This is an optimization exercise on Yosys and OpenROAD, whose aim is small area, not a production implementation. Only simulation tests tie the RTL to the original design; equivalence was not proved.

==> inputs of run B <==
==> flow/design.v (excerpt) <==
module fir(
    input clk,
    input rst,
    input signed [15:0] x_in,
    output reg signed [31:0] y_out
);
    reg [15:0] r0;
    reg [15:0] r1;
    reg [15:0] r2;
    reg [15:0] r3;
    reg [15:0] r4;
    reg [15:0] r5;
    reg [15:0] r6;
    reg [15:0] r7;
    reg [15:0] r8;
    reg [15:0] r9;
    reg [15:0] r10;
    reg [15:0] r11;
    reg [15:0] r12;
    reg [15:0] r13;
    reg [15:0] r14;
    reg [15:0] r15;
    wire n1, n2;
    ha un1 (.a(r1[0]), .b(r15[0]), .s(n1), .co(n2));
    wire n3, n4;
    fa un3 (.a(r1[1]), .b(r15[1]), .c(n2), .s(n3), .co(n4));
    wire n5, n6;
    fa un5 (.a(r1[2]), .b(r15[2]), .c(n4), .s(n5), .co(n6));
    wire n7, n8;
    fa un7 (.a(r1[3]), .b(r15[3]), .c(n6), .s(n7), .co(n8));
    wire n9, n10;
    fa un9 (.a(r1[4]), .b(r15[4]), .c(n8), .s(n9), .co(n10));
    wire n11, n12;
    fa un11 (.a(r1[5]), .b(r15[5]), .c(n10), .s(n11), .co(n12));
    wire n13, n14;
    fa un13 (.a(r1[6]), .b(r15[6]), .c(n12), .s(n13), .co(n14));
    wire n15, n16;
  ...
Settings: LEC_CHECK=0, CAP_MARGIN=20, CORE_MARGIN=2, CORE_UTILIZATION=60, CTS_BUF_LIST=sky130_fd_sc_hd__clkbuf_8, CTS_CLUSTER_DIAMETER=80, CTS_CLUSTER_SIZE=22, PLACE_DENSITY=0.75, SLEW_MARGIN=20, SYNTH_HIERARCHICAL=1, SYNTH_MINIMUM_KEEP_SIZE=0; clock period 12.0 ns.
standard.sh (not shown) runs the stock make flow with config.mk's settings and CLKGATE_MAP_FILE= SYNTH_SCRIPT=/design/flow/synth_recipe.tcl, a recipe that flattens the netlist after the stock synthesis.
==> flow/flow/run.sh <==
#!/bin/bash
# Own flow: the standard layout (standard.sh) with two changes:
#  - the port buffers that global placement inserts are the smallest buffer
#    cell (buf_1) instead of the default choice;
#  - clock tree synthesis does not add dummy loads.
set -euo pipefail
export BUFFER_PORTS_ARGS="-buffer_cell sky130_fd_sc_hd__buf_1"
export CTS_ARGS="-sink_clustering_enable -repair_clock_nets -sink_clustering_size 22 -sink_clustering_max_diameter 80 -buf_list sky130_fd_sc_hd__clkbuf_8 -dont_use_dummy_load"
bash standard.sh > standard.log 2>&1
==> run R (differences from run B) <==
--- a/flow/flow/run.sh
+++ b/flow/flow/run.sh
@@ -6,4 +6,4 @@
 set -euo pipefail
 export BUFFER_PORTS_ARGS="-buffer_cell sky130_fd_sc_hd__buf_1"
-export CTS_ARGS="-sink_clustering_enable -repair_clock_nets -sink_clustering_size 22 -sink_clustering_max_diameter 80 -buf_list sky130_fd_sc_hd__clkbuf_8 -dont_use_dummy_load"
+export CTS_ARGS="-sink_clustering_enable -repair_clock_nets -sink_clustering_size 18 -sink_clustering_max_diameter 70 -buf_list sky130_fd_sc_hd__clkbuf_8 -dont_use_dummy_load"
 bash standard.sh > standard.log 2>&1
Settings changed: CAP_MARGIN 20 to 0, CTS_CLUSTER_DIAMETER 80 to 70, CTS_CLUSTER_SIZE 22 to 18, SLEW_MARGIN 20 to 0.
==> qor summary <==
                                                                                      run R             run B
Multi-input combinational cell area                                             0.0118 mm^2       0.0119 mm^2
Multi-input gate share of the layout cell area                                        0.570             0.571
Clock network share of area                                                          0.0139            0.0126
Worst min-delay path endpoint                                              r5[15]$_DFF_PP1_  r4[15]$_DFF_PP1_
Number of search-and-repair iterations in the first detailed-routing pass                 6                 5
Hold_sp                                                                    r4[15]$_DFF_PP1_  r3[15]$_DFF_PP1_
Result of the run                                          no timing/DRC/antenna violations  no timing/DRC/antenna violations
Met1 Track Usage GR                                                                   0.427             0.425
Arrival time at the worst endpoint                                                 12.18 ns          12.09 ns
Worst clock skew                                                                  0.0394 ns         0.0789 ns

---

==> 11-09 <==
fir again, from the RTL that the note above started with.
clock: 12.0 ns
lec_check: 0
cap_margin: 8
core_margin: 2
core_utilization: 60
cts_buf_list: sky130_fd_sc_hd__clkbuf_8
cts_cluster_diameter: 70
cts_cluster_size: 18
place_density: 0.75
slew_margin: 8
synth_hierarchical: 1
synth_minimum_keep_size: 0
==> flow/flow/run.sh <==
#!/bin/bash
# Own flow: the standard layout (standard.sh) with two changes:
#  - the port buffers that global placement inserts are the smallest buffer
#    cell (buf_1) instead of the default choice;
#  - clock tree synthesis does not add dummy loads.
set -euo pipefail
export BUFFER_PORTS_ARGS="-buffer_cell sky130_fd_sc_hd__buf_1"
export CTS_ARGS="-sink_clustering_enable -repair_clock_nets -sink_clustering_size 18 -sink_clustering_max_diameter 70 -buf_list sky130_fd_sc_hd__clkbuf_8 -dont_use_dummy_load"
bash standard.sh > standard.log 2>&1
==> inputs of 03-02, as changes to 11-09 <==
- CAP_MARGIN: 8 -> 20
- CORE_UTILIZATION: 60 -> 70
- PLACE_DENSITY: 0.75 -> 0.85
- SLEW_MARGIN: 8 -> 20
==> qor summary <==
| quantity | 03-02 | 11-09 |
|---|---|---|
| Result of the run | no timing/DRC/antenna violations | no timing/DRC/antenna violations |
| Pre-CTS worst setup slack | 53.4 ps | 75.0 ps |
| Met1 global-route usage | 48.1% | 42.7% |
| Critical path endpoint | y_out[30]$_DFF_PP0_ | y_out[31]$_DFF_PP0_ |
| Cell area after layout | 20,700 um^2 | 20,800 um^2 |
| Crit path max-delay cell type | sky130_fd_sc_hd__fa_2 | sky130_fd_sc_hd__fa_1 |
| Later-pin clock latency in the skew report | 570 ps | 590 ps |
| Register-to-register setup slack | 270 ps | 270 ps |
| Horiz. Die Dim | 171 um | 184 um |
| Fraction of area in registers | 34.9% | 34.8% |
| Via-to-Cell Ratio | 5.81 | 5.56 |
| Net total in the final layout | 1,754 | 1,760 |
| Placed cell count | 1,507 | 1,571 |
| Share of the core filled with cells in the final layout | 75.1% | 65.3% |
| Critical Path RT | 12,400 ps | 12,460 ps |
| Area growth from synthesis to final layout | 6.19% | 6.60% |
| Routed wire length on met2 | 17,600 um | 17,900 um |
| # clk buffers | 22 | 21 |
| Tmin final | 11,730 ps | 11,730 ps |
| Number of non-clock buffers | 62 | 69 |
| Share of cell area taken by multi-input logic gates | 57.2% | 57.0% |
| Total vias in the final route | 8,889 | 8,870 |
| DP Wirelength | 35,700 um | 37,200 um |

---

==> run a: inputs <==
Starting RTL as in the previous note.
==> flow/design.v (excerpt) <==
module fir(
    input clk,
    input rst,
    input signed [15:0] x_in,
    output reg signed [31:0] y_out
);
export LEC_CHECK = 0
export CAP_MARGIN = 20
export CORE_MARGIN = 2
export CORE_UTILIZATION = 60
export CTS_BUF_LIST = sky130_fd_sc_hd__clkbuf_8
export CTS_CLUSTER_DIAMETER = 70
export CTS_CLUSTER_SIZE = 18
export PLACE_DENSITY = 0.75
export SLEW_MARGIN = 20
export SYNTH_HIERARCHICAL = 1
export SYNTH_MINIMUM_KEEP_SIZE = 0
create_clock -name core_clock -period 12.0 [get_ports {clk}]
Scripts as last shown in full above: flow/flow/run.sh
==> inputs of run b, as changes to run a <==
==> flow/flow/run.sh (replaced) <==
#!/bin/bash
# Own flow: the standard layout (standard.sh) with two changes:
#  - the port buffers that global placement inserts are the smallest buffer
#    cell (buf_1) instead of the default choice;
#  - clock tree synthesis does not add dummy loads.
set -euo pipefail
export BUFFER_PORTS_ARGS="-buffer_cell sky130_fd_sc_hd__buf_1"
export CTS_ARGS="-sink_clustering_enable -repair_clock_nets -sink_clustering_size 12 -sink_clustering_max_diameter 50 -buf_list {sky130_fd_sc_hd__clkbuf_4 sky130_fd_sc_hd__clkbuf_8} -dont_use_dummy_load"
bash standard.sh > standard.log 2>&1
==> inputs of run c, as changes to run a <==
==> flow/flow/run.sh (replaced) <==
#!/bin/bash
# Own flow: the standard layout (standard.sh) with two changes:
#  - the port buffers that global placement inserts are the smallest buffer
#    cell (buf_1) instead of the default choice;
#  - clock tree synthesis does not add dummy loads.
set -euo pipefail
export BUFFER_PORTS_ARGS="-buffer_cell sky130_fd_sc_hd__buf_1"
export CTS_ARGS="-sink_clustering_enable -repair_clock_nets -sink_clustering_size 10 -sink_clustering_max_diameter 40 -buf_list sky130_fd_sc_hd__clkbuf_4 -dont_use_dummy_load"
bash standard.sh > standard.log 2>&1
==> comparison table <==
Run status: run c complete, no violations; run b complete, no violations; run a complete, no violations
Part of the cycle the worst path needs: run c 97.5%; run b 97.4%; run a 97.7%
Share of cell area taken by multi-input logic gates: run c 57.0%; run b 56.6%; run a 57.0%
Area of the multi-input gates: run c 11900 µm²; run b 11800 µm²; run a 11800 µm²
Arrival time worst endpoint: run c 12.26 ns; run b 12.15 ns; run a 12.18 ns
Clock-pin slew on the worst setup and hold paths: run c 0.10 ns; run b 0.08 ns; run a 0.11 ns
Global routing usage on met2: run c 36.9%; run b 36.9%; run a 36.9%
Reg-to-reg startpoint: run c r6[0]; run b r3[0]; run a r6[0]
Final Util: run c 65.4%; run b 65.7%; run a 65.3%
Proportion of cell area spent on the clock network: run c 1.48%; run b 2.04%; run a 1.39%
Routed length per instance: run c 26.1 µm; run b 26.3 µm; run a 26.4 µm
Smallest hold slack: run c 0.330 ns; run b 0.338 ns; run a 0.346 ns
Worst setup path startpoint: run c r6[0]; run b r3[0]; run a r6[0]
Via count of the first global-routing pass: run c 10700; run b 10700; run a 10500
Peak clock frequency supported by timing: run c 85.5 MHz; run b 85.6 MHz; run a 85.3 MHz
Fillers: run c 2203; run b 2184; run a 2195

## separate check: timing with driven ports
The flow's constraints put no driver on any port. The routed layouts listed below were extracted and timed again, unchanged, in two steps. Step 1 assumes that a clkbuf_16 drives the clock port and a buf_2 every other input. Step 2 times the ports against the registers' clock, not the clock port: input delays grow and output delays shrink by t, the midpoint of the rising clock arrivals with the driver on. Three values: ideal ports, drivers, drivers and shift; two values: the first two.
run	shift t [ns]	setup WS [ns]	latest minus earliest clock arrival (ns)	slew at the worst register clock pin (ns)	pins driven straight from the clock port
run B of note 1	0.587	0.305 / 0.305 / 0.305	0.079 / 0.079	0.12 / 0.12	1
run R of note 1	0.605	0.275 / 0.275 / 0.275	0.057 / 0.057	0.11 / 0.11	1
11-09	0.605	0.275 / 0.275 / 0.275	0.057 / 0.057	0.11 / 0.11	1
03-02	0.591	0.273 / 0.273 / 0.273	0.051 / 0.050	0.11 / 0.11	1
run a of note 3	0.605	0.275 / 0.275 / 0.275	0.057 / 0.057	0.11 / 0.11	1
run b of note 3	0.636	0.312 / 0.312 / 0.312	0.038 / 0.038	0.08 / 0.08	1
run c of note 3	0.696	0.306 / 0.306 / 0.306	0.074 / 0.074	0.11 / 0.11	1
After both steps every run listed still meets setup and hold.
